From an optimization exercise on the open Yosys and OpenROAD flow, aimed at small area and a short achievable clock period; shortcuts taken in it are not production practice. No run shown here included a check of the RTL's function; only the layout flow was run. Power and IR drop assume default switching activity.

<file path="flow/constraint.sdc">
create_clock -name core_clock -period 10.6 [get_ports {clk}]
set_input_delay 2.1200 -clock core_clock [delete_from_list [all_inputs] [get_ports {clk}]]
set_output_delay 2.1200 -clock core_clock [all_outputs]
set_load 0.01 [all_outputs]
</file>
<file path="flow/design.v">
module SIMD(clk,rst,opcode,funct3,funct7,rd_data1,rd_data2,rd_data3,w_add,immed,instrc_add,wr_add,wr_data);
input clk;
input rst;
input [6:0] opcode;
input [2:0] funct3;
input [6:0] funct7;
input [15:0] rd_data1;
input [15:0] rd_data2;
input [15:0] rd_data3;
input [4:0] w_add;
input [11:0] immed;
output [6:0] instrc_add;
output [4:0] wr_add;
output [15:0] wr_data;
wire alu = (opcode == 7'b0111011);
wire mac = (opcode == 7'b1001011);
wire shl = (opcode == 7'b0100011) | (opcode == 7'b1010011);
wire shr = (opcode == 7'b1100011);
wire m16 = (funct3 == 3'b001);
wire m8  = (funct3 == 3'b010);
wire m4  = (funct3 == 3'b100);
wire mv  = m16 | m8 | m4;
wire op_add  = alu & (funct7 == 7'b0000000) & mv;
wire op_sub  = alu & (funct7 == 7'b0100000) & mv;
wire op_mul  = alu & (funct7 == 7'b1000001) & mv;
wire op_mulh = alu & (funct7 == 7'b1000010) & mv;
wire op_madd  = mac & (funct7[1:0] == 2'b01) & mv;
wire op_maddh = mac & (funct7[1:0] == 2'b10) & mv;
wire op_and = alu & (funct7 == 7'b0001000);
wire op_or  = alu & (funct7 == 7'b0010000);
wire op_xor = alu & (funct7 == 7'b0011000);
wire op_not = alu & (funct7 == 7'b0110000);
wire bmul = op_mul | op_mulh | op_madd | op_maddh;
wire hi = op_mulh | op_maddh;
wire lg = op_and | op_or | op_xor | op_not | shl | shr;
wire ar = opcode[3];                  
wire bsel = opcode[6] | funct7[6];    
wire blog = funct7[4] | funct7[3];    
wire sgn = ar & ~opcode[6] & funct7[6] & funct7[1];    
wire s4 = sgn & funct3[2];
wire s8 = sgn & funct3[1];
wire s16 = sgn & funct3[0];
wire i_16 = s16;
wire i_4 = s4;
wire i_4_8 = s4 | s8;
wire i_4_8_16 = s4 | s8 | s16;
wire i_8 = s8;
wire i_8_16 = s8 | s16;
wire [15:0] a = rd_data2;
wire [15:0] lane1 = {3'b000, funct3[2], 3'b000, ~funct3[0], 3'b000, funct3[2], 4'b0001};
wire [15:0] b = ~ar ? 16'h0000 : bsel ? rd_data1 : blog ? 16'h0000 : funct7[5] ? 16'hffff : lane1;
wire [15:0] b8 = b & {16{~funct3[2]}};
wire [15:0] b16 = b & {16{funct3[0]}};
wire cen = ar & (opcode[6] | ~(funct7[6] | blog));
wire [15:0] csrc = {16{cen}} & (opcode[6] ? rd_data3 : rd_data1);
wire [31:0] cc = {4'h0,
                  csrc[15:12] & {4{funct3[2]}},
                  csrc[15:12] & {4{funct3[1]}},
                  csrc[11:8] & {4{~funct3[0]}},
                  csrc[15:12] & {4{funct3[0]}},
                  (csrc[11:8] & {4{funct3[0]}}) | (csrc[7:4] & {4{funct3[2]}}),
                  csrc[7:4] & {4{~funct3[2]}},
                  csrc[3:0]};
wire p8 = ~funct3[2];   
wire p16 = funct3[0];   
wire [15:0] imm = {{4{immed[10]}}, immed};
wire shz = |imm[15:4];
wire [15:0] shlv = rd_data1 << imm[3:0];
wire [15:0] shrv = rd_data1 >> imm[3:0];
wire [15:0] lres = ({16{op_and}} & (rd_data1 & rd_data2)) |
                   ({16{op_or}}  & (rd_data1 | rd_data2)) |
                   ({16{op_xor}} & (rd_data1 ^ rd_data2)) |
                   ({16{op_not}} & ~rd_data1) |
                   ({16{shl & ~shz}} & shlv) |
                   ({16{shr & ~shz}} & shrv);
wire pp1, pp2, pp3, pp4, pp5, pp6, pp7, pp8, pp9, pp10, pp11, pp12, pp13, pp14, pp15, pp16, pp17, pp18, pp19, pp20, pp21, pp22, pp23, pp24, pp25, pp26, pp27, pp28, pp29, pp30, pp31, pp32, pp33, pp34, pp35, pp36, pp37, pp38, pp39, pp40, pp41, pp42, pp43, pp44, pp45, pp46, pp47, pp48, pp49, pp50, pp51, pp52, pp53, pp54, pp55, pp56, pp57, pp58, pp59, pp60, pp61, pp62, pp63, pp64, pp65, pp66, pp67, pp68, pp69, pp70, pp71, pp72, pp73, pp74, pp75, pp76, pp77, pp78, pp79, pp80, pp81, pp82, pp83, pp84, pp85, pp86, pp87, pp88, pp89, pp90, pp91, pp92, pp93, pp94, pp95, pp96, pp97, pp98, pp99, pp100, pp101, pp102, pp103, pp104, pp105, pp106, pp107, pp108, pp109, pp110, pp111, pp112, pp113, pp114, pp115, pp116, pp117, pp118, pp119, pp120, pp121, pp122, pp123, pp124, pp125, pp126, pp127, pp128, pp129, pp130, pp131, pp132, pp133, pp134, pp135, pp136, pp137, pp138, pp139, pp140, pp141, pp142, pp143, pp144, pp145, pp146, pp147, pp148, pp149, pp150, pp151, pp152, pp153, pp154, pp155, pp156, pp157, pp158, pp159, pp160, pp161, pp162, pp163, pp164, pp165, pp166, pp167, pp168, pp169, pp170, pp171, pp172, pp173, pp174, pp175, pp176, pp177, pp178, pp179, pp180, pp181, pp182, pp183, pp184, pp185, pp186, pp187, pp188, pp189, pp190, pp191, pp192, pp193, pp194, pp195, pp196, pp197, pp198, pp199, pp200, pp201, pp202, pp203, pp204, pp205, pp206, pp207, pp208, pp209, pp210, pp211, pp212, pp213, pp214, pp215, pp216, pp217, pp218, pp219, pp220, pp221, pp222, pp223, pp224, pp225, pp226, pp227, pp228, pp229, pp230, pp231, pp232, pp233, pp234, pp235, pp236, pp237, pp238, pp239, pp240, pp241, pp242, pp243, pp244, pp245, pp246, pp247, pp248, pp249, pp250, pp251, pp252, pp253, pp254, pp255, pp256, s257, c258, s259, c260, s261, c262, s263, c264, s265, c266, s267, c268, s269, c270, s271, c272, s273, c274, s275, c276, s277, c278, s279, c280, s281, c282, s283, c284, s285, c286, s287, c288, s289, c290, s291, c292, s293, c294, s295, c296, s297, c298, s299, c300, k301, s302, c303, k304, s305, c306, k307, s308, c309, k310, s311, c312, k313, s314, c315, k316, s317, c318, k319, s320, c321, s322, c323, s324, c325, s326, c327, s328, c329, s330, c331, s332, c333, s334, c335, s336, c337, s338, c339, s340, c341, s342, c343, s344, c345, s346, c347, s348, c349, s350, c351, s352, c353, s354, c355, s356, c357, s358, c359, s360, c361, s362, c363, s364, c365, s366, c367, s368, c369, s370, c371, s372, c373, s374, c375, s376, c377, s378, c379, s380, c381, s382, c383, s384, c385, s386, c387, s388, c389, s390, c391, s392, c393, s394, c395, s396, c397, s398, c399, s400, c401, s402, c403, s404, c405, s406, c407, s408, c409, s410, c411, s412, c413, s414, c415, s416, c417, s418, c419, s420, c421, s422, c423, s424, c425, s426, c427, s428, c429, s430, c431, s432, c433, s434, c435, s436, c437, s438, c439, s440, c441, s442, c443, s444, c445, s446, c447, s448, c449, s450, c451, s452, c453, s454, c455, s456, c457, s458, c459, s460, c461, s462, c463, s464, c465, s466, c467, s468, c469, s470, c471, s472, c473, s474, c475, k476, s477, c478, k479, s480, c481, k482, s483, c484, k485, s486, c487, k488, s489, c490, k491, s492, c493, k494, s495, c496, k497, s498, c499, k500, s501, c502, k503, s504, c505, k506, s507, c508, k509, s510, c511, k512, s513, c514, k515, s516, c517, k518, s519, c520, s521, c522, s523, c524, s525, c526, s527, c528, s529, c530, s531, c532, s533, c534, s535, c536, s537, c538, s539, c540, s541, c542, s543, c544, s545, c546, s547, c548, s549, c550, s551, c552, s553, c554, s555, c556, s557, c558, s559, c560, s561, c562, s563, c564, s565, c566, s567, c568, s569, c570, s571, c572, s573, c574, s575, c576, s577, c578, s579, c580, s581, c582, s583, c584, s585, c586, s587, c588, s589, c590, s591, c592, s593, c594, s595, c596, s597, c598, s599, c600, s601, c602, s603, c604, s605, c606, s607, c608, s609, c610, s611, c612, s613, c614, s615, c616, s617, c618, s619, c620, s621, c622, s623, c624, s625, c626, s627, c628, s629, c630, s631, c632, s633, c634, s635, c636, s637, c638, s639, c640, s641, c642, s643, c644, s645, c646, s647, c648, s649, c650, s651, c652, s653, c654, s655, c656, s657, c658, s659, c660, s661, c662, s663, c664, s665, c666, s667, c668, s669, c670, s671, c672, s673, c674, s675, c676, s677, c678, s679, c680, s681, c682, s683, c684, s685, c686, s687, c688, s689, c690, s691, c692, s693, c694, k695, s696, c697, k698, s699, c700, k701, s702, c703, k704, s705, c706, k707, s708, c709, k710, s711, c712, k713, s714, c715, k716, s717, c718, k719, s720, c721, s722, c723, s724, c725, s726, c727, s728, c729, s730, c731, s732, c733, s734, c735, s736, c737, s738, c739, s740, c741, s742, c743, s744, c745, s746, c747, s748, c749, s750, c751, s752, c753, s754, c755, s756, c757, s758, c759, s760, c761, s762, c763, s764, c765, s766, c767, s768, c769, s770, c771, s772, c773, s774, c775, s776, c777, s778, c779, s780, c781, s782, c783, s784, c785, s786, c787, s788, c789, s790, c791;
assign pp1 = a[0] & b[0];
assign pp2 = a[0] & b[1];
assign pp3 = a[0] & b[2];
assign pp4 = (a[0] & b[3]) ^ i_4;
assign pp5 = a[0] & b8[4];
assign pp6 = a[0] & b8[5];
assign pp7 = a[0] & b8[6];
assign pp8 = (a[0] & b8[7]) ^ i_8;
assign pp9 = a[0] & b16[8];
assign pp10 = a[0] & b16[9];
assign pp11 = a[0] & b16[10];
assign pp12 = a[0] & b16[11];
assign pp13 = a[0] & b16[12];
assign pp14 = a[0] & b16[13];
assign pp15 = a[0] & b16[14];
assign pp16 = (a[0] & b16[15]) ^ i_16;
assign pp17 = a[1] & b[0];
assign pp18 = a[1] & b[1];
assign pp19 = a[1] & b[2];
assign pp20 = (a[1] & b[3]) ^ i_4;
assign pp21 = a[1] & b8[4];
assign pp22 = a[1] & b8[5];
assign pp23 = a[1] & b8[6];
assign pp24 = (a[1] & b8[7]) ^ i_8;
assign pp25 = a[1] & b16[8];
assign pp26 = a[1] & b16[9];
assign pp27 = a[1] & b16[10];
assign pp28 = a[1] & b16[11];
assign pp29 = a[1] & b16[12];
assign pp30 = a[1] & b16[13];
assign pp31 = a[1] & b16[14];
assign pp32 = (a[1] & b16[15]) ^ i_16;
assign pp33 = a[2] & b[0];
assign pp34 = a[2] & b[1];
assign pp35 = a[2] & b[2];
assign pp36 = (a[2] & b[3]) ^ i_4;
assign pp37 = a[2] & b8[4];
assign pp38 = a[2] & b8[5];
assign pp39 = a[2] & b8[6];
assign pp40 = (a[2] & b8[7]) ^ i_8;
assign pp41 = a[2] & b16[8];
assign pp42 = a[2] & b16[9];
assign pp43 = a[2] & b16[10];
assign pp44 = a[2] & b16[11];
assign pp45 = a[2] & b16[12];
assign pp46 = a[2] & b16[13];
assign pp47 = a[2] & b16[14];
assign pp48 = (a[2] & b16[15]) ^ i_16;
assign pp49 = (a[3] & b[0]) ^ i_4;
assign pp50 = (a[3] & b[1]) ^ i_4;
assign pp51 = (a[3] & b[2]) ^ i_4;
assign pp52 = a[3] & b[3];
assign pp53 = a[3] & b8[4];
assign pp54 = a[3] & b8[5];
assign pp55 = a[3] & b8[6];
assign pp56 = (a[3] & b8[7]) ^ i_8;
assign pp57 = a[3] & b16[8];
assign pp58 = a[3] & b16[9];
assign pp59 = a[3] & b16[10];
assign pp60 = a[3] & b16[11];
assign pp61 = a[3] & b16[12];
assign pp62 = a[3] & b16[13];
assign pp63 = a[3] & b16[14];
assign pp64 = (a[3] & b16[15]) ^ i_16;
assign pp65 = a[4] & b8[0];
assign pp66 = a[4] & b8[1];
assign pp67 = a[4] & b8[2];
assign pp68 = a[4] & b8[3];
assign pp69 = a[4] & b[4];
assign pp70 = a[4] & b[5];
assign pp71 = a[4] & b[6];
assign pp72 = (a[4] & b[7]) ^ i_4_8;
assign pp73 = a[4] & b16[8];
assign pp74 = a[4] & b16[9];
assign pp75 = a[4] & b16[10];
assign pp76 = a[4] & b16[11];
assign pp77 = a[4] & b16[12];
assign pp78 = a[4] & b16[13];
assign pp79 = a[4] & b16[14];
assign pp80 = (a[4] & b16[15]) ^ i_16;
assign pp81 = a[5] & b8[0];
assign pp82 = a[5] & b8[1];
assign pp83 = a[5] & b8[2];
assign pp84 = a[5] & b8[3];
assign pp85 = a[5] & b[4];
assign pp86 = a[5] & b[5];
assign pp87 = a[5] & b[6];
assign pp88 = (a[5] & b[7]) ^ i_4_8;
assign pp89 = a[5] & b16[8];
assign pp90 = a[5] & b16[9];
assign pp91 = a[5] & b16[10];
assign pp92 = a[5] & b16[11];
assign pp93 = a[5] & b16[12];
assign pp94 = a[5] & b16[13];
assign pp95 = a[5] & b16[14];
assign pp96 = (a[5] & b16[15]) ^ i_16;
assign pp97 = a[6] & b8[0];
assign pp98 = a[6] & b8[1];
assign pp99 = a[6] & b8[2];
assign pp100 = a[6] & b8[3];
assign pp101 = a[6] & b[4];
assign pp102 = a[6] & b[5];
assign pp103 = a[6] & b[6];
assign pp104 = (a[6] & b[7]) ^ i_4_8;
assign pp105 = a[6] & b16[8];
assign pp106 = a[6] & b16[9];
assign pp107 = a[6] & b16[10];
assign pp108 = a[6] & b16[11];
assign pp109 = a[6] & b16[12];
assign pp110 = a[6] & b16[13];
assign pp111 = a[6] & b16[14];
assign pp112 = (a[6] & b16[15]) ^ i_16;
assign pp113 = (a[7] & b8[0]) ^ i_8;
assign pp114 = (a[7] & b8[1]) ^ i_8;
assign pp115 = (a[7] & b8[2]) ^ i_8;
assign pp116 = (a[7] & b8[3]) ^ i_8;
assign pp117 = (a[7] & b[4]) ^ i_4_8;
assign pp118 = (a[7] & b[5]) ^ i_4_8;
assign pp119 = (a[7] & b[6]) ^ i_4_8;
assign pp120 = a[7] & b[7];
assign pp121 = a[7] & b16[8];
assign pp122 = a[7] & b16[9];
assign pp123 = a[7] & b16[10];
assign pp124 = a[7] & b16[11];
assign pp125 = a[7] & b16[12];
assign pp126 = a[7] & b16[13];
assign pp127 = a[7] & b16[14];
assign pp128 = (a[7] & b16[15]) ^ i_16;
assign pp129 = a[8] & b16[0];
assign pp130 = a[8] & b16[1];
assign pp131 = a[8] & b16[2];
assign pp132 = a[8] & b16[3];
assign pp133 = a[8] & b16[4];
assign pp134 = a[8] & b16[5];
assign pp135 = a[8] & b16[6];
assign pp136 = a[8] & b16[7];
assign pp137 = a[8] & b[8];
assign pp138 = a[8] & b[9];
assign pp139 = a[8] & b[10];
assign pp140 = (a[8] & b[11]) ^ i_4;
assign pp141 = a[8] & b8[12];
assign pp142 = a[8] & b8[13];
assign pp143 = a[8] & b8[14];
assign pp144 = (a[8] & b8[15]) ^ i_8_16;
assign pp145 = a[9] & b16[0];
assign pp146 = a[9] & b16[1];
assign pp147 = a[9] & b16[2];
assign pp148 = a[9] & b16[3];
assign pp149 = a[9] & b16[4];
assign pp150 = a[9] & b16[5];
assign pp151 = a[9] & b16[6];
assign pp152 = a[9] & b16[7];
assign pp153 = a[9] & b[8];
assign pp154 = a[9] & b[9];
assign pp155 = a[9] & b[10];
assign pp156 = (a[9] & b[11]) ^ i_4;
assign pp157 = a[9] & b8[12];
assign pp158 = a[9] & b8[13];
assign pp159 = a[9] & b8[14];
assign pp160 = (a[9] & b8[15]) ^ i_8_16;
assign pp161 = a[10] & b16[0];
assign pp162 = a[10] & b16[1];
assign pp163 = a[10] & b16[2];
assign pp164 = a[10] & b16[3];
assign pp165 = a[10] & b16[4];
assign pp166 = a[10] & b16[5];
assign pp167 = a[10] & b16[6];
assign pp168 = a[10] & b16[7];
assign pp169 = a[10] & b[8];
assign pp170 = a[10] & b[9];
assign pp171 = a[10] & b[10];
assign pp172 = (a[10] & b[11]) ^ i_4;
assign pp173 = a[10] & b8[12];
assign pp174 = a[10] & b8[13];
assign pp175 = a[10] & b8[14];
assign pp176 = (a[10] & b8[15]) ^ i_8_16;
assign pp177 = a[11] & b16[0];
assign pp178 = a[11] & b16[1];
assign pp179 = a[11] & b16[2];
assign pp180 = a[11] & b16[3];
assign pp181 = a[11] & b16[4];
assign pp182 = a[11] & b16[5];
assign pp183 = a[11] & b16[6];
assign pp184 = a[11] & b16[7];
assign pp185 = (a[11] & b[8]) ^ i_4;
assign pp186 = (a[11] & b[9]) ^ i_4;
assign pp187 = (a[11] & b[10]) ^ i_4;
assign pp188 = a[11] & b[11];
assign pp189 = a[11] & b8[12];
assign pp190 = a[11] & b8[13];
assign pp191 = a[11] & b8[14];
assign pp192 = (a[11] & b8[15]) ^ i_8_16;
assign pp193 = a[12] & b16[0];
assign pp194 = a[12] & b16[1];
assign pp195 = a[12] & b16[2];
assign pp196 = a[12] & b16[3];
assign pp197 = a[12] & b16[4];
assign pp198 = a[12] & b16[5];
assign pp199 = a[12] & b16[6];
assign pp200 = a[12] & b16[7];
assign pp201 = a[12] & b8[8];
assign pp202 = a[12] & b8[9];
assign pp203 = a[12] & b8[10];
assign pp204 = a[12] & b8[11];
assign pp205 = a[12] & b[12];
assign pp206 = a[12] & b[13];
assign pp207 = a[12] & b[14];
assign pp208 = (a[12] & b[15]) ^ i_4_8_16;
assign pp209 = a[13] & b16[0];
assign pp210 = a[13] & b16[1];
assign pp211 = a[13] & b16[2];
assign pp212 = a[13] & b16[3];
assign pp213 = a[13] & b16[4];
assign pp214 = a[13] & b16[5];
assign pp215 = a[13] & b16[6];
assign pp216 = a[13] & b16[7];
assign pp217 = a[13] & b8[8];
assign pp218 = a[13] & b8[9];
assign pp219 = a[13] & b8[10];
assign pp220 = a[13] & b8[11];
assign pp221 = a[13] & b[12];
assign pp222 = a[13] & b[13];
assign pp223 = a[13] & b[14];
assign pp224 = (a[13] & b[15]) ^ i_4_8_16;
assign pp225 = a[14] & b16[0];
assign pp226 = a[14] & b16[1];
assign pp227 = a[14] & b16[2];
assign pp228 = a[14] & b16[3];
assign pp229 = a[14] & b16[4];
assign pp230 = a[14] & b16[5];
assign pp231 = a[14] & b16[6];
assign pp232 = a[14] & b16[7];
assign pp233 = a[14] & b8[8];
assign pp234 = a[14] & b8[9];
assign pp235 = a[14] & b8[10];
assign pp236 = a[14] & b8[11];
assign pp237 = a[14] & b[12];
assign pp238 = a[14] & b[13];
assign pp239 = a[14] & b[14];
assign pp240 = (a[14] & b[15]) ^ i_4_8_16;
assign pp241 = (a[15] & b16[0]) ^ i_16;
assign pp242 = (a[15] & b16[1]) ^ i_16;
assign pp243 = (a[15] & b16[2]) ^ i_16;
assign pp244 = (a[15] & b16[3]) ^ i_16;
assign pp245 = (a[15] & b16[4]) ^ i_16;
assign pp246 = (a[15] & b16[5]) ^ i_16;
assign pp247 = (a[15] & b16[6]) ^ i_16;
assign pp248 = (a[15] & b16[7]) ^ i_16;
assign pp249 = (a[15] & b8[8]) ^ i_8_16;
assign pp250 = (a[15] & b8[9]) ^ i_8_16;
assign pp251 = (a[15] & b8[10]) ^ i_8_16;
assign pp252 = (a[15] & b8[11]) ^ i_8_16;
assign pp253 = (a[15] & b[12]) ^ i_4_8_16;
assign pp254 = (a[15] & b[13]) ^ i_4_8_16;
assign pp255 = (a[15] & b[14]) ^ i_4_8_16;
assign pp256 = a[15] & b[15];
SIMD_ha us257 (.a(cc[1]), .b(pp17), .s(s257), .co(c258));
SIMD_fa us259 (.a(cc[2]), .b(pp18), .c(pp3), .s(s259), .co(c260));
SIMD_ha us261 (.a(pp33), .b(c258), .s(s261), .co(c262));
SIMD_fa us263 (.a(cc[3]), .b(pp19), .c(pp34), .s(s263), .co(c264));
SIMD_fa us265 (.a(pp4), .b(pp49), .c(c260), .s(s265), .co(c266));
SIMD_ha us267 (.a(c262), .b(s263), .s(s267), .co(c268));
SIMD_fa us269 (.a((s4)), .b(cc[4]), .c(pp35), .s(s269), .co(c270));
SIMD_fa us271 (.a(pp5), .b(pp65), .c(pp20), .s(s271), .co(c272));
SIMD_fa us273 (.a(pp50), .b(c264), .c(s269), .s(s273), .co(c274));
SIMD_fa us275 (.a(s271), .b(c268), .c(c266), .s(s275), .co(c276));
SIMD_fa us277 (.a(cc[5]), .b(pp21), .c(pp6), .s(s277), .co(c278));
SIMD_fa us279 (.a(pp66), .b(pp81), .c(pp36), .s(s279), .co(c280));
SIMD_fa us281 (.a(pp51), .b(c270), .c(s277), .s(s281), .co(c282));
SIMD_fa us283 (.a(c272), .b(s279), .c(c274), .s(s283), .co(c284));
SIMD_ha us285 (.a(s281), .b(c276), .s(s285), .co(c286));
SIMD_fa us287 (.a(cc[6]), .b(pp22), .c(pp37), .s(s287), .co(c288));
SIMD_fa us289 (.a(pp52), .b(pp67), .c(pp7), .s(s289), .co(c290));
SIMD_fa us291 (.a(pp82), .b(pp97), .c(c278), .s(s291), .co(c292));
SIMD_fa us293 (.a(s287), .b(s289), .c(c280), .s(s293), .co(c294));
SIMD_fa us295 (.a(c282), .b(s291), .c(s293), .s(s295), .co(c296));
SIMD_ha us297 (.a(c284), .b(c286), .s(s297), .co(c298));
SIMD_fa us299 (.a((s4)), .b(cc[7]), .c(pp23), .s(s299), .co(c300));
assign k301 = c300 & p8;
SIMD_fa us302 (.a(pp38), .b(pp53), .c(pp68), .s(s302), .co(c303));
assign k304 = c303 & p8;
SIMD_fa us305 (.a(pp83), .b(pp98), .c(pp113), .s(s305), .co(c306));
assign k307 = c306 & p8;
SIMD_fa us308 (.a(pp8), .b(c288), .c(c290), .s(s308), .co(c309));
assign k310 = c309 & p8;
SIMD_fa us311 (.a(s299), .b(s302), .c(s305), .s(s311), .co(c312));
assign k313 = c312 & p8;
SIMD_fa us314 (.a(c292), .b(s308), .c(c294), .s(s314), .co(c315));
assign k316 = c315 & p8;
SIMD_fa us317 (.a(s311), .b(c296), .c(s314), .s(s317), .co(c318));
assign k319 = c318 & p8;
SIMD_fa us320 (.a((s8)), .b(cc[8]), .c(pp129), .s(s320), .co(c321));
SIMD_fa us322 (.a(pp39), .b(pp54), .c(pp69), .s(s322), .co(c323));
SIMD_fa us324 (.a(pp84), .b(pp9), .c(pp99), .s(s324), .co(c325));
SIMD_fa us326 (.a(pp114), .b(pp24), .c(s320), .s(s326), .co(c327));
SIMD_fa us328 (.a(s322), .b(s324), .c(k301), .s(s328), .co(c329));
SIMD_fa us330 (.a(k304), .b(k307), .c(k310), .s(s330), .co(c331));
SIMD_fa us332 (.a(s326), .b(s328), .c(k313), .s(s332), .co(c333));
SIMD_fa us334 (.a(s330), .b(k316), .c(s332), .s(s334), .co(c335));
SIMD_fa us336 (.a(cc[9]), .b(pp10), .c(pp100), .s(s336), .co(c337));
SIMD_fa us338 (.a(pp130), .b(pp145), .c(pp25), .s(s338), .co(c339));
SIMD_fa us340 (.a(pp55), .b(pp70), .c(pp85), .s(s340), .co(c341));
SIMD_fa us342 (.a(pp115), .b(pp40), .c(c321), .s(s342), .co(c343));
SIMD_fa us344 (.a(c323), .b(c325), .c(s336), .s(s344), .co(c345));
SIMD_fa us346 (.a(s338), .b(s340), .c(c327), .s(s346), .co(c347));
SIMD_fa us348 (.a(s342), .b(c329), .c(s344), .s(s348), .co(c349));
SIMD_fa us350 (.a(c331), .b(s346), .c(s348), .s(s350), .co(c351));
SIMD_ha us352 (.a(c333), .b(s350), .s(s352), .co(c353));
SIMD_fa us354 (.a(cc[10]), .b(pp101), .c(pp11), .s(s354), .co(c355));
SIMD_fa us356 (.a(pp131), .b(pp146), .c(pp161), .s(s356), .co(c357));
SIMD_fa us358 (.a(pp26), .b(pp41), .c(pp71), .s(s358), .co(c359));
SIMD_fa us360 (.a(pp86), .b(pp116), .c(pp56), .s(s360), .co(c361));
SIMD_fa us362 (.a(c337), .b(c339), .c(c341), .s(s362), .co(c363));
SIMD_fa us364 (.a(s354), .b(s356), .c(s358), .s(s364), .co(c365));
SIMD_fa us366 (.a(s360), .b(c343), .c(c345), .s(s366), .co(c367));
SIMD_fa us368 (.a(s362), .b(s364), .c(c347), .s(s368), .co(c369));
SIMD_fa us370 (.a(c349), .b(s366), .c(s368), .s(s370), .co(c371));
SIMD_ha us372 (.a(c351), .b(c353), .s(s372), .co(c373));
SIMD_fa us374 (.a(cc[11]), .b(pp102), .c(pp12), .s(s374), .co(c375));
SIMD_fa us376 (.a(pp132), .b(pp147), .c(pp162), .s(s376), .co(c377));
SIMD_fa us378 (.a(pp177), .b(pp27), .c(pp42), .s(s378), .co(c379));
SIMD_fa us380 (.a(pp57), .b(pp87), .c(pp117), .s(s380), .co(c381));
SIMD_fa us382 (.a(pp72), .b(c355), .c(c357), .s(s382), .co(c383));
SIMD_fa us384 (.a(c359), .b(s374), .c(s376), .s(s384), .co(c385));
SIMD_fa us386 (.a(s378), .b(c361), .c(s380), .s(s386), .co(c387));
SIMD_fa us388 (.a(c363), .b(c365), .c(s382), .s(s388), .co(c389));
SIMD_fa us390 (.a(s384), .b(s386), .c(c367), .s(s390), .co(c391));
SIMD_fa us392 (.a(s388), .b(c369), .c(s390), .s(s392), .co(c393));
SIMD_ha us394 (.a(c371), .b(s392), .s(s394), .co(c395));
SIMD_fa us396 (.a((s4)), .b(cc[12]), .c(pp103), .s(s396), .co(c397));
SIMD_fa us398 (.a(pp13), .b(pp133), .c(pp148), .s(s398), .co(c399));
SIMD_fa us400 (.a(pp163), .b(pp178), .c(pp193), .s(s400), .co(c401));
SIMD_fa us402 (.a(pp28), .b(pp43), .c(pp58), .s(s402), .co(c403));
SIMD_fa us404 (.a(pp73), .b(pp118), .c(pp88), .s(s404), .co(c405));
SIMD_fa us406 (.a(c375), .b(c377), .c(c379), .s(s406), .co(c407));
SIMD_fa us408 (.a(s396), .b(s398), .c(s400), .s(s408), .co(c409));
SIMD_fa us410 (.a(s402), .b(c381), .c(s404), .s(s410), .co(c411));
SIMD_fa us412 (.a(c383), .b(c385), .c(s406), .s(s412), .co(c413));
SIMD_fa us414 (.a(s408), .b(c387), .c(s410), .s(s414), .co(c415));
SIMD_fa us416 (.a(c389), .b(s412), .c(c391), .s(s416), .co(c417));
SIMD_fa us418 (.a(s414), .b(c393), .c(s416), .s(s418), .co(c419));
SIMD_fa us420 (.a(cc[13]), .b(pp134), .c(pp14), .s(s420), .co(c421));
SIMD_fa us422 (.a(pp149), .b(pp164), .c(pp179), .s(s422), .co(c423));
SIMD_fa us424 (.a(pp194), .b(pp209), .c(pp29), .s(s424), .co(c425));
SIMD_fa us426 (.a(pp44), .b(pp59), .c(pp74), .s(s426), .co(c427));
SIMD_fa us428 (.a(pp89), .b(pp104), .c(pp119), .s(s428), .co(c429));
SIMD_fa us430 (.a(c397), .b(c399), .c(c401), .s(s430), .co(c431));
SIMD_fa us432 (.a(c403), .b(s420), .c(s422), .s(s432), .co(c433));
SIMD_fa us434 (.a(s424), .b(s426), .c(c405), .s(s434), .co(c435));
SIMD_fa us436 (.a(s428), .b(c407), .c(c409), .s(s436), .co(c437));
SIMD_fa us438 (.a(s430), .b(s432), .c(c411), .s(s438), .co(c439));
SIMD_fa us440 (.a(s434), .b(c413), .c(s436), .s(s440), .co(c441));
SIMD_fa us442 (.a(c415), .b(s438), .c(s440), .s(s442), .co(c443));
SIMD_ha us444 (.a(c417), .b(s442), .s(s444), .co(c445));
SIMD_fa us446 (.a(cc[14]), .b(pp105), .c(pp120), .s(s446), .co(c447));
SIMD_fa us448 (.a(pp135), .b(pp15), .c(pp150), .s(s448), .co(c449));
SIMD_fa us450 (.a(pp165), .b(pp180), .c(pp195), .s(s450), .co(c451));
SIMD_fa us452 (.a(pp210), .b(pp225), .c(pp30), .s(s452), .co(c453));
SIMD_fa us454 (.a(pp45), .b(pp60), .c(pp75), .s(s454), .co(c455));
SIMD_fa us456 (.a(pp90), .b(c421), .c(c423), .s(s456), .co(c457));
SIMD_fa us458 (.a(c425), .b(c427), .c(s446), .s(s458), .co(c459));
SIMD_fa us460 (.a(s448), .b(s450), .c(s452), .s(s460), .co(c461));
SIMD_fa us462 (.a(s454), .b(c429), .c(c431), .s(s462), .co(c463));
SIMD_fa us464 (.a(c433), .b(s456), .c(c435), .s(s464), .co(c465));
SIMD_fa us466 (.a(s458), .b(s460), .c(c437), .s(s466), .co(c467));
SIMD_fa us468 (.a(s462), .b(c439), .c(s464), .s(s468), .co(c469));
SIMD_fa us470 (.a(c441), .b(s466), .c(s468), .s(s470), .co(c471));
SIMD_ha us472 (.a(c443), .b(s470), .s(s472), .co(c473));
SIMD_fa us474 (.a((s4 | s8)), .b(cc[15]), .c(pp106), .s(s474), .co(c475));
assign k476 = c475 & p16;
SIMD_fa us477 (.a(pp121), .b(pp136), .c(pp151), .s(s477), .co(c478));
assign k479 = c478 & p16;
SIMD_fa us480 (.a(pp166), .b(pp181), .c(pp196), .s(s480), .co(c481));
assign k482 = c481 & p16;
SIMD_fa us483 (.a(pp211), .b(pp226), .c(pp31), .s(s483), .co(c484));
assign k485 = c484 & p16;
SIMD_fa us486 (.a(pp46), .b(pp61), .c(pp76), .s(s486), .co(c487));
assign k488 = c487 & p16;
SIMD_fa us489 (.a(pp91), .b(pp16), .c(pp241), .s(s489), .co(c490));
assign k491 = c490 & p16;
SIMD_fa us492 (.a(c447), .b(c449), .c(c451), .s(s492), .co(c493));
assign k494 = c493 & p16;
SIMD_fa us495 (.a(c453), .b(c455), .c(s474), .s(s495), .co(c496));
assign k497 = c496 & p16;
SIMD_fa us498 (.a(s477), .b(s480), .c(s483), .s(s498), .co(c499));
assign k500 = c499 & p16;
SIMD_fa us501 (.a(s486), .b(s489), .c(c457), .s(s501), .co(c502));
assign k503 = c502 & p16;
SIMD_fa us504 (.a(c459), .b(c461), .c(s492), .s(s504), .co(c505));
assign k506 = c505 & p16;
SIMD_fa us507 (.a(s495), .b(s498), .c(c463), .s(s507), .co(c508));
assign k509 = c508 & p16;
SIMD_fa us510 (.a(s501), .b(c465), .c(s504), .s(s510), .co(c511));
assign k512 = c511 & p16;
SIMD_fa us513 (.a(c467), .b(s507), .c(c469), .s(s513), .co(c514));
assign k515 = c514 & p16;
SIMD_fa us516 (.a(s510), .b(c471), .c(s513), .s(s516), .co(c517));
assign k518 = c517 & p16;
SIMD_fa us519 (.a((s16)), .b(cc[16]), .c(pp107), .s(s519), .co(c520));
SIMD_fa us521 (.a(pp122), .b(pp137), .c(pp152), .s(s521), .co(c522));
SIMD_fa us523 (.a(pp167), .b(pp182), .c(pp197), .s(s523), .co(c524));
SIMD_fa us525 (.a(pp212), .b(pp227), .c(pp47), .s(s525), .co(c526));
SIMD_fa us527 (.a(pp62), .b(pp77), .c(pp92), .s(s527), .co(c528));
SIMD_fa us529 (.a(pp242), .b(pp32), .c(s519), .s(s529), .co(c530));
SIMD_fa us531 (.a(s521), .b(s523), .c(s525), .s(s531), .co(c532));
SIMD_fa us533 (.a(s527), .b(k476), .c(k479), .s(s533), .co(c534));
SIMD_fa us535 (.a(k482), .b(k485), .c(k488), .s(s535), .co(c536));
SIMD_fa us537 (.a(k491), .b(k494), .c(s529), .s(s537), .co(c538));
SIMD_fa us539 (.a(s531), .b(k497), .c(k500), .s(s539), .co(c540));
SIMD_fa us541 (.a(s533), .b(s535), .c(k503), .s(s541), .co(c542));
SIMD_fa us543 (.a(k506), .b(s537), .c(s539), .s(s543), .co(c544));
SIMD_fa us545 (.a(k509), .b(s541), .c(k512), .s(s545), .co(c546));
SIMD_fa us547 (.a(s543), .b(k515), .c(s545), .s(s547), .co(c548));
SIMD_fa us549 (.a(cc[17]), .b(pp108), .c(pp123), .s(s549), .co(c550));
SIMD_fa us551 (.a(pp138), .b(pp153), .c(pp168), .s(s551), .co(c552));
SIMD_fa us553 (.a(pp183), .b(pp198), .c(pp213), .s(s553), .co(c554));
SIMD_fa us555 (.a(pp228), .b(pp63), .c(pp78), .s(s555), .co(c556));
SIMD_fa us557 (.a(pp93), .b(pp243), .c(pp48), .s(s557), .co(c558));
SIMD_fa us559 (.a(c520), .b(c522), .c(c524), .s(s559), .co(c560));
SIMD_fa us561 (.a(c526), .b(c528), .c(s549), .s(s561), .co(c562));
SIMD_fa us563 (.a(s551), .b(s553), .c(s555), .s(s563), .co(c564));
SIMD_fa us565 (.a(s557), .b(c530), .c(c532), .s(s565), .co(c566));
SIMD_fa us567 (.a(s559), .b(c534), .c(c536), .s(s567), .co(c568));
SIMD_fa us569 (.a(s561), .b(s563), .c(c538), .s(s569), .co(c570));
SIMD_fa us571 (.a(s565), .b(c540), .c(s567), .s(s571), .co(c572));
SIMD_fa us573 (.a(c542), .b(s569), .c(c544), .s(s573), .co(c574));
SIMD_fa us575 (.a(s571), .b(c546), .c(s573), .s(s575), .co(c576));
SIMD_fa us577 (.a(cc[18]), .b(pp109), .c(pp124), .s(s577), .co(c578));
SIMD_fa us579 (.a(pp139), .b(pp154), .c(pp169), .s(s579), .co(c580));
SIMD_fa us581 (.a(pp184), .b(pp199), .c(pp214), .s(s581), .co(c582));
SIMD_fa us583 (.a(pp229), .b(pp79), .c(pp94), .s(s583), .co(c584));
SIMD_fa us585 (.a(pp244), .b(pp64), .c(c550), .s(s585), .co(c586));
SIMD_fa us587 (.a(c552), .b(c554), .c(c556), .s(s587), .co(c588));
SIMD_fa us589 (.a(s577), .b(s579), .c(s581), .s(s589), .co(c590));
SIMD_fa us591 (.a(s583), .b(c558), .c(c560), .s(s591), .co(c592));
SIMD_fa us593 (.a(c562), .b(c564), .c(s585), .s(s593), .co(c594));
SIMD_fa us595 (.a(s587), .b(s589), .c(c566), .s(s595), .co(c596));
SIMD_fa us597 (.a(s591), .b(c568), .c(s593), .s(s597), .co(c598));
SIMD_fa us599 (.a(c570), .b(s595), .c(c572), .s(s599), .co(c600));
SIMD_fa us601 (.a(s597), .b(c574), .c(s599), .s(s601), .co(c602));
SIMD_fa us603 (.a(cc[19]), .b(pp110), .c(pp125), .s(s603), .co(c604));
SIMD_fa us605 (.a(pp155), .b(pp170), .c(pp200), .s(s605), .co(c606));
SIMD_fa us607 (.a(pp215), .b(pp230), .c(pp95), .s(s607), .co(c608));
SIMD_fa us609 (.a(pp140), .b(pp185), .c(pp245), .s(s609), .co(c610));
SIMD_fa us611 (.a(pp80), .b(c578), .c(c580), .s(s611), .co(c612));
SIMD_fa us613 (.a(c582), .b(c584), .c(s603), .s(s613), .co(c614));
SIMD_fa us615 (.a(s605), .b(s607), .c(s609), .s(s615), .co(c616));
SIMD_fa us617 (.a(c586), .b(c588), .c(c590), .s(s617), .co(c618));
SIMD_fa us619 (.a(s611), .b(s613), .c(c592), .s(s619), .co(c620));
SIMD_fa us621 (.a(s615), .b(c594), .c(s617), .s(s621), .co(c622));
SIMD_fa us623 (.a(c596), .b(s619), .c(c598), .s(s623), .co(c624));
SIMD_fa us625 (.a(s621), .b(c600), .c(s623), .s(s625), .co(c626));
SIMD_fa us627 (.a((s4)), .b(cc[20]), .c(pp111), .s(s627), .co(c628));
SIMD_fa us629 (.a(pp126), .b(pp141), .c(pp171), .s(s629), .co(c630));
SIMD_fa us631 (.a(pp201), .b(pp216), .c(pp231), .s(s631), .co(c632));
SIMD_fa us633 (.a(pp156), .b(pp186), .c(pp246), .s(s633), .co(c634));
SIMD_fa us635 (.a(pp96), .b(c604), .c(c606), .s(s635), .co(c636));
SIMD_fa us637 (.a(c608), .b(s627), .c(s629), .s(s637), .co(c638));
SIMD_fa us639 (.a(s631), .b(c610), .c(s633), .s(s639), .co(c640));
SIMD_fa us641 (.a(c612), .b(c614), .c(s635), .s(s641), .co(c642));
SIMD_fa us643 (.a(s637), .b(c616), .c(s639), .s(s643), .co(c644));
SIMD_fa us645 (.a(c618), .b(s641), .c(c620), .s(s645), .co(c646));
SIMD_fa us647 (.a(s643), .b(c622), .c(s645), .s(s647), .co(c648));
SIMD_ha us649 (.a(c624), .b(s647), .s(s649), .co(c650));
SIMD_fa us651 (.a(cc[21]), .b(pp127), .c(pp142), .s(s651), .co(c652));
SIMD_fa us653 (.a(pp157), .b(pp202), .c(pp217), .s(s653), .co(c654));
SIMD_fa us655 (.a(pp232), .b(pp112), .c(pp172), .s(s655), .co(c656));
SIMD_fa us657 (.a(pp187), .b(pp247), .c(c628), .s(s657), .co(c658));
SIMD_fa us659 (.a(c630), .b(c632), .c(s651), .s(s659), .co(c660));
SIMD_fa us661 (.a(s653), .b(c634), .c(s655), .s(s661), .co(c662));
SIMD_fa us663 (.a(c636), .b(c638), .c(s657), .s(s663), .co(c664));
SIMD_fa us665 (.a(s659), .b(c640), .c(s661), .s(s665), .co(c666));
SIMD_fa us667 (.a(c642), .b(s663), .c(c644), .s(s667), .co(c668));
SIMD_fa us669 (.a(s665), .b(c646), .c(s667), .s(s669), .co(c670));
SIMD_ha us671 (.a(c648), .b(s669), .s(s671), .co(c672));
SIMD_fa us673 (.a(cc[22]), .b(pp143), .c(pp158), .s(s673), .co(c674));
SIMD_fa us675 (.a(pp173), .b(pp188), .c(pp203), .s(s675), .co(c676));
SIMD_fa us677 (.a(pp218), .b(pp233), .c(pp128), .s(s677), .co(c678));
SIMD_fa us679 (.a(pp248), .b(c652), .c(c654), .s(s679), .co(c680));
SIMD_fa us681 (.a(s673), .b(s675), .c(c656), .s(s681), .co(c682));
SIMD_fa us683 (.a(s677), .b(c658), .c(c660), .s(s683), .co(c684));
SIMD_fa us685 (.a(s679), .b(c662), .c(s681), .s(s685), .co(c686));
SIMD_fa us687 (.a(c664), .b(s683), .c(c666), .s(s687), .co(c688));
SIMD_fa us689 (.a(s685), .b(c668), .c(s687), .s(s689), .co(c690));
SIMD_ha us691 (.a(c670), .b(s689), .s(s691), .co(c692));
SIMD_fa us693 (.a((s4)), .b(cc[23]), .c(pp159), .s(s693), .co(c694));
assign k695 = c694 & p8;
SIMD_fa us696 (.a(pp174), .b(pp189), .c(pp204), .s(s696), .co(c697));
assign k698 = c697 & p8;
SIMD_fa us699 (.a(pp219), .b(pp234), .c(pp144), .s(s699), .co(c700));
assign k701 = c700 & p8;
SIMD_fa us702 (.a(pp249), .b(c674), .c(c676), .s(s702), .co(c703));
assign k704 = c703 & p8;
SIMD_fa us705 (.a(s693), .b(s696), .c(c678), .s(s705), .co(c706));
assign k707 = c706 & p8;
SIMD_fa us708 (.a(s699), .b(c680), .c(s702), .s(s708), .co(c709));
assign k710 = c709 & p8;
SIMD_fa us711 (.a(c682), .b(s705), .c(c684), .s(s711), .co(c712));
assign k713 = c712 & p8;
SIMD_fa us714 (.a(s708), .b(c686), .c(s711), .s(s714), .co(c715));
assign k716 = c715 & p8;
SIMD_fa us717 (.a(c688), .b(s714), .c(c690), .s(s717), .co(c718));
assign k719 = c718 & p8;
SIMD_fa us720 (.a((s8)), .b(cc[24]), .c(pp175), .s(s720), .co(c721));
SIMD_fa us722 (.a(pp190), .b(pp205), .c(pp220), .s(s722), .co(c723));
SIMD_fa us724 (.a(pp235), .b(pp160), .c(pp250), .s(s724), .co(c725));
SIMD_fa us726 (.a(s720), .b(s722), .c(k695), .s(s726), .co(c727));
SIMD_fa us728 (.a(k698), .b(s724), .c(k701), .s(s728), .co(c729));
SIMD_fa us730 (.a(k704), .b(s726), .c(k707), .s(s730), .co(c731));
SIMD_fa us732 (.a(s728), .b(k710), .c(s730), .s(s732), .co(c733));
SIMD_fa us734 (.a(k713), .b(s732), .c(k716), .s(s734), .co(c735));
SIMD_fa us736 (.a(cc[25]), .b(pp191), .c(pp206), .s(s736), .co(c737));
SIMD_fa us738 (.a(pp221), .b(pp236), .c(pp176), .s(s738), .co(c739));
SIMD_fa us740 (.a(pp251), .b(c721), .c(c723), .s(s740), .co(c741));
SIMD_fa us742 (.a(s736), .b(c725), .c(s738), .s(s742), .co(c743));
SIMD_fa us744 (.a(s740), .b(c727), .c(c729), .s(s744), .co(c745));
SIMD_fa us746 (.a(s742), .b(c731), .c(s744), .s(s746), .co(c747));
SIMD_ha us748 (.a(c733), .b(s746), .s(s748), .co(c749));
SIMD_fa us750 (.a(cc[26]), .b(pp207), .c(pp222), .s(s750), .co(c751));
SIMD_fa us752 (.a(pp237), .b(pp192), .c(pp252), .s(s752), .co(c753));
SIMD_fa us754 (.a(c737), .b(s750), .c(c739), .s(s754), .co(c755));
SIMD_fa us756 (.a(s752), .b(c741), .c(c743), .s(s756), .co(c757));
SIMD_fa us758 (.a(s754), .b(c745), .c(s756), .s(s758), .co(c759));
SIMD_ha us760 (.a(c747), .b(s758), .s(s760), .co(c761));
SIMD_fa us762 (.a(cc[27]), .b(pp223), .c(pp238), .s(s762), .co(c763));
SIMD_fa us764 (.a(pp208), .b(pp253), .c(c751), .s(s764), .co(c765));
SIMD_fa us766 (.a(s762), .b(c753), .c(s764), .s(s766), .co(c767));
SIMD_fa us768 (.a(c755), .b(s766), .c(c757), .s(s768), .co(c769));
SIMD_ha us770 (.a(c759), .b(s768), .s(s770), .co(c771));
SIMD_fa us772 (.a((s4)), .b(cc[28]), .c(pp239), .s(s772), .co(c773));
SIMD_fa us774 (.a(pp224), .b(pp254), .c(c763), .s(s774), .co(c775));
SIMD_fa us776 (.a(s772), .b(c765), .c(s774), .s(s776), .co(c777));
SIMD_fa us778 (.a(c767), .b(s776), .c(c769), .s(s778), .co(c779));
SIMD_fa us780 (.a(cc[29]), .b(pp240), .c(pp255), .s(s780), .co(c781));
SIMD_fa us782 (.a(c773), .b(s780), .c(c775), .s(s782), .co(c783));
SIMD_ha us784 (.a(c777), .b(s782), .s(s784), .co(c785));
SIMD_fa us786 (.a(cc[30]), .b(pp256), .c(c781), .s(s786), .co(c787));
SIMD_ha us788 (.a(s786), .b(c783), .s(s788), .co(c789));
SIMD_fa us790 (.a((s4 | s8 | s16)), .b(cc[31]), .c(c787), .s(s790), .co(c791));
wire [31:0] tx = {c789, c785, c779, c771, c761, c749, c735, k719, c692, c672, c650, c626, c602, c576, c548, k518, c473, c445, c419, c395, c373, s370, c335, k319, c298, s295, s283, s273, s265, s259, pp2, pp1};
wire [31:0] ty = {s790, s788, s784, s778, s770, s760, s748, s734, s717, s691, s671, s649, s625, s601, s575, s547, s516, s472, s444, s418, s394, s372, s352, s334, s317, s297, s285, s275, s267, s261, s257, cc[0]};
reg [4:0] pc;
reg [4:0] wr_add_r;
always @(posedge clk) begin
    if (!rst) begin
        pc <= 5'd0;
        wr_add_r <= 5'd0;
    end else begin
        pc <= pc + 5'd1;
        wr_add_r <= w_add;
    end
end
assign instrc_add = {pc, 2'b00};
assign wr_add = wr_add_r;
wire [31:0] nx = tx | {16'h0000, lres};
reg [31:0] rx, ry;
reg r_k8, r_k16;
reg [5:0] rsel;
wire lov = op_add | op_sub | op_mul | op_madd;
always @(posedge clk) begin
    rx <= nx;
    ry <= ty;
    r_k8 <= p8;
    r_k16 <= p16;
    if (!rst) rsel <= 6'd0;
    else rsel <= {m4 & hi, m4 & lov, m8 & hi, m8 & lov, m16 & hi, lg | (m16 & lov)};
end
wire [34:0] gx = {rx[31:24], r_k8, rx[23:16], r_k16, rx[15:8], r_k8, rx[7:0]};
wire [34:0] gy = {ry[31:24], 1'b0, ry[23:16], 1'b0, ry[15:8], 1'b0, ry[7:0]};
wire [34:0] gs = gx + gy;
wire [31:0] P = {gs[34:27], gs[25:18], gs[16:9], gs[7:0]};
wire [15:0] res = ({16{rsel[0]}} & P[15:0]) | ({16{rsel[1]}} & P[31:16]) |
                  ({16{rsel[2]}} & {P[23:16], P[7:0]}) | ({16{rsel[3]}} & {P[31:24], P[15:8]}) |
                  ({16{rsel[4]}} & {P[27:24], P[19:16], P[11:8], P[3:0]}) |
                  ({16{rsel[5]}} & {P[31:28], P[23:20], P[15:12], P[7:4]});
assign wr_data = res;
endmodule
module SIMD_fa(input a, input b, input c, output s, output co);
assign s = a ^ b ^ c;
assign co = (a & b) | (c & (a ^ b));
endmodule
module SIMD_ha(input a, input b, output s, output co);
assign s = a ^ b;
assign co = a & b;
endmodule
</file>
<file path="flow/config.mk">
export PLATFORM = sky130hd
export DESIGN_NAME = SIMD
export DESIGN_NICKNAME = SIMD
export VERILOG_FILES = /design/flow/design.v
export SDC_FILE = /design/flow/constraint.sdc
export NUM_CORES = 4
export LEC_CHECK = 0
export CAP_MARGIN = 20
export CORE_MARGIN = 2
export CORE_UTILIZATION = 40
export SETUP_SLACK_MARGIN = 3
export SLEW_MARGIN = 20
export SYNTH_HIERARCHICAL = 1
export SYNTH_MINIMUM_KEEP_SIZE = 0
</file>
<file path="flow/run.sh">
#!/bin/bash
# synth_recipe.tcl (not shown) runs the flow's synth.tcl, then flattens the netlist and writes it again
# the make line also repeats each setting of config.mk as NAME=value (left out here)
make -C /OpenROAD-flow-scripts/flow DESIGN_CONFIG=/design/flow/config.mk WORK_HOME=/design/flow/orfs CLKGATE_MAP_FILE= SYNTH_SCRIPT=/design/flow/synth_recipe.tcl finish
</file>
==> flow_metrics.tcl, run 1 <==
set metrics [dict create \
    dp_worst_setup_slack_ps 1780 \
    slew_violations 0 \
    yosysWarnings 7 \
    fin_crit_sh_pct 69.1 \
    start_util_pct 40.9 \
    rsz0062_at_grt "no" \
    ant_nets 0 \
    p_leak_uw 0.00768 \
    vias 12600 \
    ios 112 \
    drt_first_pass_iters 8 \
    vias_per_cell 6.04 \
    power_switching_uw 841 \
    synth_area_leaders "fa_1 (33%), dfxtp_1 (12%), ha_1 (7.2%)" \
    worstSetupEndpointType "flip-flop" \
    wire_per_inst_um 25.7 \
    arrival_ps 7550 \
    synth_largest_area_cell "fa_1" \
    ys.flop_type "dfxtp_1" \
    drt_iter0_drc 1312 \
    cp-start-kind "input port" \
    cp_max_fo 26 \
    min_period_ps 7320 \
    seqPwrFrac_pct 23.6 \
    intPower_uw 971 \
    hold_viol 0 \
    mostFrequentLayoutCell "fa_1" \
    finalSetupViolCount 0 \
    fin_util_pct 46.2 \
    hp-class "flip-flop to flip-flop" \
    layout-drive-gt1-share_pct 4.91 \
    cts_made_buffers 9 \
    fin_setup_tns_ps 0 \
    ys_ff_latch 82 \
    synth_cells 1566 \
    clockPowerShare_pct 16.6 \
    dp_hpwl_um 41900 \
    crit_required_ps 10830 \
    port_buffers 109 \
    ctsLongestPathBuffers 2 \
    async_flop_share_pct 0 \
    post-route-drc-count 0 \
    clkSinkCount 82 \
    layout_common_cells "fa_1 (235), nor2_1 (167), nand2_1 (141)" \
    total_power_uw 1810 \
    dieArea_sq_um 37000 \
    p_sw_share_pct 46.4 \
    fmax_ghz 0.137 \
    critical_path_class "input port to flip-flop" \
    grtUsageTotal_pct 29.8 \
    syn_to_final_growth_pct 13.1 \
    fp.coreArea_sq_um 34700 \
    final_nets 2024 \
    syn_area_per_cell_sq_um 9.06 \
    power_density_nw_per_um2 113 \
    grt_antenna_before_repair 1 \
    fin_ws_ps 3280 \
    synth_top_cell_area_share_pct 33.2 \
    place.gp.congestion 1.01 \
    grt_max_degree 156 \
    synth_edf_count 0 \
    drt-total-wl_um 53700 \
    yosys.cell_types.count 79 \
    grt_overflow 0 \
    syn_area_sq_um 14200 \
    grt_pass1_wl_um 81100 \
    cts_tree "yes" \
    yosysSeqAreaShare_pct 11.6 \
    final.fill_count 3397 \
    clk_pin_slew_worst_paths_ps 70 \
    status "no timing/DRC/antenna violations" \
    clock_skew_ps 3.32 \
    cap_violations 0 \
    first_global_vias 13000 \
    fp.dieH_um 192 \
    fp.dieW_um 192 \
    insertion_delay_ps 350 \
    num_rows 68 \
    ir_drop_mv 0.0875 \
    worstMarginPinSlew_ps 1100 \
    combPwrFrac_pct 59.8 \
    htree_num_levels 3 \
    clockRootBuffer "clkbuf_16" \
    holdBufCountCts 0 \
    max_slew_margin_pct 26.0 \
]
## modules after synthesis, one instance, submodules excluded
module / cells inside / copies in the design / flip-flops and latches
SIMD: 1314 / 1 / 82
SIMD_fa: 1 / 234 / 0
SIMD_ha: 1 / 18 / 0
## Yosys cell counts (all sizes together) (9+ instances only)
library cell,n
fa,235
nor2,169
nand2,141
and3,120
dfxtp,82
ha,82
clkbuf,79
xnor2,76
o21ai,73
a21oi,64
mux2i,54
and2,50
inv,43
nor2b,25
nand3,24
nor3,18
buf,17
o211ai,16
a211oi,14
a21boi,14
xor2,12
a222oi,11
a221oi,10
or3,10
a21o,9
nand2b,9
o21a,9
o22ai,9
## power by group through the flow
stage          clock network (uW)  logic (uW)  registers (uW)
3_3_place_gp                    0        1040             434
2_1_floorplan                   0         715             408
5_1_grt                       320        1190             433
6_report                      301        1080             428
3_5_place_dp                    0        1050             434
4_1_cts                       310        1060             427
## registers in the layout, indices dropped and copies added, names as in the netlist
signal and flops:
wr_add_r 5, r_k16 1, rx 32, pc 5, ry 32, rsel 6, r_k8 1
## timing repair
item / 4_1_cts / 5_1_grt
setup buffers: 0 / 4
resized for setup: 14 / 1
pin swaps: 0 / 1
setup endpoints to repair: 31 / 22
## through the flow
step	instances	cell area (sq um)	hold WS, ps
finish	2085	16000	483
global placement	2063	15700	456
detailed placement	2063	15700	467
CTS	2079	16000	489
floorplan	1571	14200	476
global route	2084	16000	519
## worst max-delay path, cell delays in order
cell             delay, ps
clkdlybuf4s50_1        450
buf_4                  390
and4b_1                260
buf_4                  250
nand2_1                450
nand2_1                500
xnor2_1                370
fa_1                   470
fa_1                   390
fa_1                   410
fa_1                   430
fa_1                   380
and2_1                 180
fa_1                   450
## cell type report
| class | count | area [sq um] | area share [%] |
|---|---|---|---|
| repair buffers | 137 | 1300 | 8.12 |
| diodes | 2 | 5.00 | 0.0312 |
| well taps | 455 | 569 | 3.55 |
| flip-flops and latches | 82 | 1640 | 10.2 |
| clock inverters | 5 | 38.8 | 0.242 |
| clock buffers | 11 | 243 | 1.51 |
| multi-input cells | 1349 | 12100 | 75.3 |
| inverters | 44 | 165 | 1.03 |
## cell families after synthesis
kind of cell	count (synthesis)	synth area share [%]
DFF	82	11.6
other	1	0.0264
buffers and inverters	140	3.91
xor gates and xnor gates	88	5.43
muxes	60	4.52
and+or+nand+nor	604	21.1
AOI/OAI and AO/OA	274	13.0
adders and majority gates	317	40.4
## path summary, 6_finish.rpt
kind | startpoint | endpoint | slack, ps | cells past startpoint
max | opcode[6] | ry[16]$_DFF_P_ | 3280 | 14
min reg2reg | pc[0]$_SDFF_PN0_ | pc[0]$_SDFF_PN0_ | 480 | 1
max reg2reg | pc[0]$_SDFF_PN0_ | pc[4]$_SDFF_PN0_ | 9550 | 4
min | pc[0]$_SDFF_PN0_ | pc[0]$_SDFF_PN0_ | 480 | 1
## per-layer routing
metal	track usage, %	vias to the layer above	routed length [um]	share of wire (%)
met4	9.60	0	1700	3.2
met3	7.35	102	5790	11
met5	0	-	0	0
li1	-	5495	-	-
met1	42.3	6286	23300	43
met2	44.4	713	22900	43
==> run 2, diff against run 1 <==
--- a/flow/design.v
+++ b/flow/design.v
@@ -629,26 +629,19 @@
 assign instrc_add = {pc, 2'b00};
 assign wr_add = wr_add_r;
-wire [31:0] nx = tx | {16'h0000, lres};
-reg [31:0] rx, ry;
-reg r_k8, r_k16;
-reg [5:0] rsel;
 wire lov = op_add | op_sub | op_mul | op_madd;
-always @(posedge clk) begin
-    rx <= nx;
-    ry <= ty;
-    r_k8 <= p8;
-    r_k16 <= p16;
-    if (!rst) rsel <= 6'd0;
-    else rsel <= {m4 & hi, m4 & lov, m8 & hi, m8 & lov, m16 & hi, lg | (m16 & lov)};
-end
-wire [34:0] gx = {rx[31:24], r_k8, rx[23:16], r_k16, rx[15:8], r_k8, rx[7:0]};
-wire [34:0] gy = {ry[31:24], 1'b0, ry[23:16], 1'b0, ry[15:8], 1'b0, ry[7:0]};
+wire [34:0] gx = {tx[31:24], p8, tx[23:16], p16, tx[15:8], p8, tx[7:0]};
+wire [34:0] gy = {ty[31:24], 1'b0, ty[23:16], 1'b0, ty[15:8], 1'b0, ty[7:0]};
 wire [34:0] gs = gx + gy;
 wire [31:0] P = {gs[34:27], gs[25:18], gs[16:9], gs[7:0]};
-wire [15:0] res = ({16{rsel[0]}} & P[15:0]) | ({16{rsel[1]}} & P[31:16]) |
-                  ({16{rsel[2]}} & {P[23:16], P[7:0]}) | ({16{rsel[3]}} & {P[31:24], P[15:8]}) |
-                  ({16{rsel[4]}} & {P[27:24], P[19:16], P[11:8], P[3:0]}) |
-                  ({16{rsel[5]}} & {P[31:28], P[23:20], P[15:12], P[7:4]});
-assign wr_data = res;
+wire [15:0] res = ({16{m16 & lov}} & P[15:0]) | ({16{m16 & hi}} & P[31:16]) |
+                  ({16{m8 & lov}} & {P[23:16], P[7:0]}) | ({16{m8 & hi}} & {P[31:24], P[15:8]}) |
+                  ({16{m4 & lov}} & {P[27:24], P[19:16], P[11:8], P[3:0]}) |
+                  ({16{m4 & hi}} & {P[31:28], P[23:20], P[15:12], P[7:4]});
+reg [15:0] wr_data_r;
+always @(posedge clk) begin
+    if (!rst) wr_data_r <= 16'h0000;
+    else wr_data_r <= res | lres;
+end
+assign wr_data = wr_data_r;
 endmodule
 module SIMD_fa(input a, input b, input c, output s, output co);
--- a/flow/config.mk
+++ b/flow/config.mk
@@ -9,5 +9,4 @@
 export CORE_MARGIN = 2
 export CORE_UTILIZATION = 40
-export SETUP_SLACK_MARGIN = 3
 export SLEW_MARGIN = 20
 export SYNTH_HIERARCHICAL = 1
==> flow_metrics.tcl, run 2 <==
set metrics [dict create \
    cp-start-kind "input port" \
    syn_area_sq_um 13100 \
    insertion_delay_ps 260 \
    num_rows 66 \
    htree_num_levels 1 \
    clockPowerShare_pct 7.8 \
    power_density_nw_per_um2 98.3 \
    status "no timing/DRC/antenna violations" \
    vias 12200 \
    mostFrequentLayoutCell "fa_1" \
    syn_area_per_cell_sq_um 8.82 \
    stdcell_area_sq_um 14700 \
    drt-total-wl_um 52200 \
    intPower_uw 614 \
    fp.dieH_um 185 \
    layout-drive-gt1-share_pct 5.12 \
    clock_skew_ps 0.472 \
    fin_util_pct 45.5 \
    dieArea_sq_um 34100 \
    ctsLongestPathBuffers 2 \
    cts_made_buffers 3 \
    fin_setup_tns_ps 0 \
    synth_largest_area_cell "fa_1" \
    cp_max_fo 23 \
    crit_path_frequent_cell "fa_1" \
    ios 112 \
    min_period_ps 9690 \
    holdBufCountCts 0 \
    seqPwrFrac_pct 7.0 \
    clkSinkCount 26 \
    finalSetupViolCount 0 \
    synth_edf_count 0 \
    syn_to_final_growth_pct 12.7 \
    yosys.cell_count.top_type "fa_1" \
    layout_common_cells "fa_1 (235), nor2_1 (157), nand2_1 (125)" \
    synth_cells 1481 \
    crit_required_ps 10760 \
    diodes 0 \
    path_buf_inv 4 \
    async_flop_share_pct 0 \
    place.gp.congestion 1.01 \
    hold_viol 0 \
    grt_pass1_wl_um 78800 \
    cpPeakStageDelay_ps 680 \
    p_leak_uw 0.00701 \
    grt_antenna_before_repair 1 \
    final.fill_count 3279 \
    fmax_ghz 0.103 \
    synth_area_leaders "fa_1 (36%), ha_1 (7.9%), and3_1 (5.8%)" \
    placement.cell_area_sq_um 14600 \
    clk_pin_slew_worst_paths_ps 60 \
    cts_resized 0 \
    yosysSeqAreaShare_pct 3.98 \
    yosys.cell_types.count 73 \
    port_buffers 109 \
    cts_tree "yes" \
    synth_top_cell_area_share_pct 36.0 \
    ir_drop_mv 0.0677 \
    vias_per_cell 6.15 \
    power_switching_uw 833 \
    ys_top_cells_by_count "fa_1 (235), nor2_1 (157), nand2_1 (125), and3_1 (121), ha_1 (82)" \
    hp-class "flip-flop to flip-flop" \
    yosysWarnings 7 \
    combPwrFrac_pct 85.2 \
    ys.flop_type "dfxtp_1" \
    grt_overflow 0 \
    post-route-drc-count 0 \
    drt_iter0_drc 1469 \
    grt_max_degree 109 \
    first_global_vias 12600 \
    worstMarginPinSlew_ps 1110 \
    wire_per_inst_um 26.3 \
    slowest_stage "clkdlybuf4s50_1" \
    rsz0062_at_grt "no" \
    hold_ws_ps 467 \
    critPathTopFamily "adder cells" \
    final_nets 1946 \
    arrival_ps 9840 \
    slew_violations 0 \
    largest_reg_flops 16 \
    fp.dieW_um 185 \
    critical_path_class "input port to flip-flop" \
    start_util_pct 40.4 \
    max_slew_margin_pct 25.7 \
    cap_violations 0 \
    grtUsageTotal_pct 31.1 \
    p_sw_share_pct 57.6 \
    ys_ff_latch 26 \
    clockRootBuffer "clkbuf_16" \
    regMostFlops "wr_data_r" \
    worstSetupEndpointType "flip-flop" \
    fp.coreArea_sq_um 32400 \
    fin_crit_sh_pct 91.4 \
    dp_hpwl_um 42100 \
    top_regs "wr_data_r: 16 flops, pc: 5 flops, wr_add_r: 5 flops" \
    postCtsSetupRepairBufs 0 \
    drt_first_pass_iters 6 \
    ant_nets 0 \
]
[run 2: path summary, 6_finish.rpt]
| check | from | endpoint | slack [ps] | cells after the start |
|---|---|---|---|---|
| max reg2reg | pc[0]$_SDFF_PN0_ | pc[4]$_SDFF_PN0_ | 9610 | 4 |
| min reg2reg | pc[0]$_SDFF_PN0_ | pc[0]$_SDFF_PN0_ | 470 | 1 |
| min | pc[0]$_SDFF_PN0_ | pc[0]$_SDFF_PN0_ | 470 | 1 |
| max | opcode[6] | wr_data_r[5]$_SDFF_PN0_ | 910 | 25 |
[run 2: kinds of logic after synthesis]
kind of cell | after synthesis | synth area share, %
AO/OA/AOI/OAI | 246 | 12.9
XOR/XNOR | 87 | 5.83
adder cells (fa/ha/maj) | 317 | 43.9
buffers and inverters | 151 | 4.73
flip-flops | 26 | 3.98
multiplexers | 64 | 5.71
other | 1 | 0.0287
AND/OR/NAND/NOR | 589 | 23.0
[run 2: worst register-to-register path: cells and delay by family (launching register included)]
family | cells | cell delay, ps
DFF | 1 | 380
adders and majority gates | 1 | 200
and+or+nand+nor | 2 | 140
xor gates and xnor gates | 1 | 140
[run 2: through the flow]
stage / total power [uW] / std cells / worst slack [ps]
after CTS: 1420 / 1986 / 1010
after global routing: 1540 / 1986 / 552
after floorplan: 886 / 1486 / 2010
final: 1450 / 1986 / 914
after detailed placement: 1300 / 1982 / 747
after global placement: 1290 / 1982 / 749
[run 2: final cells by class]
type                            instances  area, sq um  share of cell area (%)
Multi-Input combinational cell       1309        12000                    81.2
Timing Repair Buffer                  151         1390                    9.47
Tap cell                              442          553                    3.76
Sequential cell                        26          520                    3.53
Inverter                               54          203                    1.38
Clock buffer                            3         75.1                   0.510
Clock inverter                          1         30.0                   0.204
[run 2: per-module statistics from Yosys (local to each module, per instance)]
module   flip-flops and latches  copies in the design  cells  area (sq um)
SIMD                         26                     1   1229          8150
SIMD_fa                       0                   234      1          20.0
SIMD_ha                       0                    18      1          12.5
[run 2: layer usage]
metal	wire length (um)	share of wire (%)	global-route usage (%)
met5	0	0	0
met4	1640	3.1	8.51
met3	4850	9.3	3.56
met2	24100	46	50.4
met1	21600	41	44.0
[run 2: power groups by stage]
stage / Sequential [uW] / Clock (uW) / Combinational (uW)
2_1_floorplan: 104 / 0 / 781
3_3_place_gp: 103 / 0 / 1190
3_5_place_dp: 103 / 0 / 1190
4_1_cts: 101 / 113 / 1200
5_1_grt: 101 / 117 / 1320
6_report: 101 / 113 / 1230

==> separate check: timing with driven ports <==
How much do the figures lean on ideal ports? The routed layouts below were timed once more, with nothing changed but the port constraints. Step 1: set_driving_cell puts a clkbuf_16 on clk and a buf_2 on each other input, an assumption about the parent block. Step 2, shift: input delay + t, output delay - t, t = (earliest + latest rising clock arrival at the registers) / 2. This alone moves slack from input paths to output paths. a / b / c = ideal ports / drivers / drivers and shift; a / b = the first two.
| run | t (ns) | setup slack, ns | hold WS [ns] |
|---|---|---|---|
| run 1 | 0.392 | 3.277 / 3.302 / 2.910 | 0.483 / 0.483 / 0.483 |
| run 2 | 0.296 | 0.914 / 0.907 / 0.611 | 0.467 / 0.467 / 0.467 |
After both steps setup and hold are still met in every run listed. The setup slack of run 1, which loses most, moves by +0.025 ns with the drivers and by -0.367 ns with both steps.
